Source: an optimization exercise on an open RTL-to-GDS flow (aim: small area and a short achievable clock period). Production flows keep margins and buffers that such runs may drop. Only simulation tests tie the RTL to the original design; equivalence was not proved. Power figures rest on the tool's default switching activity, not on a simulated workload.

job 9719:
Design top_level, start of the top module:
module top_level
#(parameter WIDTH = 8)
(
	input clk, rst, init, finish, ack,
	input [WIDTH-1:0]
		ori_0,
		ori_1,
		ori_2,
		ori_3,
		ori_4,
		ori_5,
		ori_6,
		ori_7,
		ori_8,
		ori_9,
		ori_10,
		ori_11,
		ori_12,
		ori_13,
		ori_14,
		ori_15,
		ori_16,
		ori_17,
		ori_18,
		ori_19,
		ori_20,
		ori_21,
		ori_22,
		ori_23,
		ori_24,
		ori_25,
		ori_26,
		ori_27,
		ori_28,
		ori_29,
		ori_30,
		ori_31,
		can_0,
		can_1,
		can_2,
		can_3,
		can_4,
		can_5,
		can_6,
		can_7,
		can_8,
		can_9,
		can_10,
		can_11,
		can_12,
		can_13,
		can_14,
		can_15,
		can_16,
		can_17,
		can_18,
		can_19,
		can_20,
		can_21,
		can_22,
		can_23,
		can_24,
		can_25,
		can_26,
		can_27,
		can_28,
		can_29,
		can_30,
		can_31,
	output done,
	output [WIDTH+4:0] out_sad
	);
	wire idle, en;
	wire [12:0] sum;
	control b_control(
		.clk(clk),
		.rst(rst),
		.init(init),
		.finish(finish),
		.ack(ack),
		.done(done),
		.idle(idle),
		.en(en)
		);
	SAD_4x8 b_SAD_4x8(
		.clk(clk),
		.ori_0(ori_0),
		.ori_1(ori_1),
		.ori_2(ori_2),
		.ori_3(ori_3),
		.ori_4(ori_4),
		.ori_5(ori_5),
		.ori_6(ori_6),
		.ori_7(ori_7),
		.ori_8(ori_8),
		.ori_9(ori_9),
		.ori_10(ori_10),
		.ori_11(ori_11),
		.ori_12(ori_12),
		.ori_13(ori_13),
		.ori_14(ori_14),
		.ori_15(ori_15),
		.ori_16(ori_16),
		.ori_17(ori_17),
		.ori_18(ori_18),
		.ori_19(ori_19),
		.ori_20(ori_20),
		.ori_21(ori_21),
		.ori_22(ori_22),
		.ori_23(ori_23),
		.ori_24(ori_24),
		.ori_25(ori_25),
		.ori_26(ori_26),
		.ori_27(ori_27),
		.ori_28(ori_28),
		.ori_29(ori_29),
		.ori_30(ori_30),
		.ori_31(ori_31),
		.can_0(can_0),
		.can_1(can_1),
		.can_2(can_2),
		.can_3(can_3),
		.can_4(can_4),
		.can_5(can_5),
		.can_6(can_6),
		.can_7(can_7),
		.can_8(can_8),
		.can_9(can_9),
		.can_10(can_10),
		.can_11(can_11),
		.can_12(can_12),
		.can_13(can_13),
		.can_14(can_14),
		.can_15(can_15),
		.can_16(can_16),
		.can_17(can_17),
		.can_18(can_18),
		.can_19(can_19),
		.can_20(can_20),
		.can_21(can_21),
		.can_22(can_22),
		.can_23(can_23),
		.can_24(can_24),
		.can_25(can_25),
		.can_26(can_26),
		.can_27(can_27),
		.can_28(can_28),
		.can_29(can_29),
  ...
Settings: LEC_CHECK=0, ABC_AREA=1, CAP_MARGIN=20, CORE_MARGIN=2, CORE_UTILIZATION=60, PLACE_DENSITY=0.75, SLEW_MARGIN=20; clock period 5.8 ns.
standard.sh (not shown) runs the stock make flow with config.mk's settings and CLKGATE_MAP_FILE= SYNTH_SCRIPT=/design/flow/synth_recipe.tcl, a recipe that flattens the netlist after the stock synthesis.
==> flow/flow/run.sh <==
#!/bin/bash
# The standard layout, except that the port buffers are buf_1 cells
# (buffer_ports otherwise picks the slow, large clkdlybuf4s50_1). repair_design
# and repair_timing still resize them as they do any buffer.
set -euo pipefail
export BUFFER_PORTS_ARGS="-buffer_cell sky130_fd_sc_hd__buf_1"
bash standard.sh finish > standard.log 2>&1
Job 9719 completed every stage of the flow, and the final layout passed the timing, design-rule and antenna checks.
#### Input delta (job 5116 over job 9719)
-- flow/config.mk --
<<< job 9719, line 11
export CORE_UTILIZATION = 60
export PLACE_DENSITY = 0.75
>>> job 5116, line 11
export CORE_UTILIZATION = 40
### Flow results
In summary, job 5116 completed successfully, with a layout that passed the timing, design-rule and antenna checks. Sort job 9719 and job 5116 by instance count after placement with tap cells included, descending, and job 5116 comes first. Utilization in job 5116 vs job 9719: down 22 points. Looking at clock share of power, job 5116 sits 0.8 points higher than job 9719 does.
--- input diff job 5116..job 8180 ---
-- flow/config.mk --
<<< job 5116, line 8
export ABC_AREA = 1
>>> job 8180, line 8
==> comparison <==
Of the two candidates, job 5116 has the better clock period minus final worst setup slack and job 8180 the worse one. Going from job 5116 to job 8180, net count reported at finish shrinks by 492. [compare] base=job 5116 new=job 8180: proportion of synthesized area in mux cells grew by 0.85 points, count of TritonRoute iterations in the first routing pass shrank by 1, routing usage on met1 held steady, wire length of the first global-routing pass shrank by about 2.4%, count of multi-input gates shrank by 235. Of job 5116 and job 8180, the run reporting the lower share of total power in the clock network was job 8180. Compared job 8180 vs job 5116, and delay contributed by the slowest stage of the critical path is down in job 8180. Maximum clock rate (job 8180 over job 5116): decrease, 3.5%.
Relative to job 8180, the following input files were edited for job 5152:
-- flow/config.mk --
<<< job 8180, line 8
>>> job 5152, line 8
export ABC_AREA = 1
<<< job 8180, line 10
export CORE_UTILIZATION = 40
>>> job 5152, line 11
export CORE_UTILIZATION = 45
export PLACE_DENSITY = 0.9
export SETUP_SLACK_MARGIN = 2.8
==> results.txt <==
The lower hold slack of job 8180 and job 5152 is in job 5152.
Changes observed in job 5152 relative to job 8180: proportion of power drawn by flip-flops and latches shows a reduction of 0.9 points; cell count after synthesis shows an increase of 474.

[port drivers added, routing unchanged]
The flow's constraints put no driver on any port. The routed layouts listed below were extracted and timed again, unchanged, in two steps.
Step 1: set_driving_cell puts a clkbuf_16 on clk and a buf_2 on each other input, an assumption about the parent block.
Step 2 times the ports against the registers' clock, not the clock port: input delays grow and output delays shrink by t, the midpoint of the rising clock arrivals with the driver on.
a / b / c = ideal ports / drivers / drivers and shift; a / b = the first two.
| run | t (ns) | setup WS [ns] | worst slew at a driven data input, ns |
|---|---|---|---|
| job 9719 | 0.596 | 2.513 / 2.513 / 2.199 | 0.08 |
| job 5116 | 0.625 | 2.570 / 2.570 / 2.180 | 0.08 |
| job 8180 | 0.625 | 2.453 / 2.453 / 1.890 | 0.10 |
| job 5152 | 0.604 | 2.690 / 2.690 / 2.376 | 0.10 |
After both steps setup and hold are still met in every run listed. The setup slack of job 8180, which loses most, moves by 0.000 ns with the drivers and by -0.563 ns with both steps.
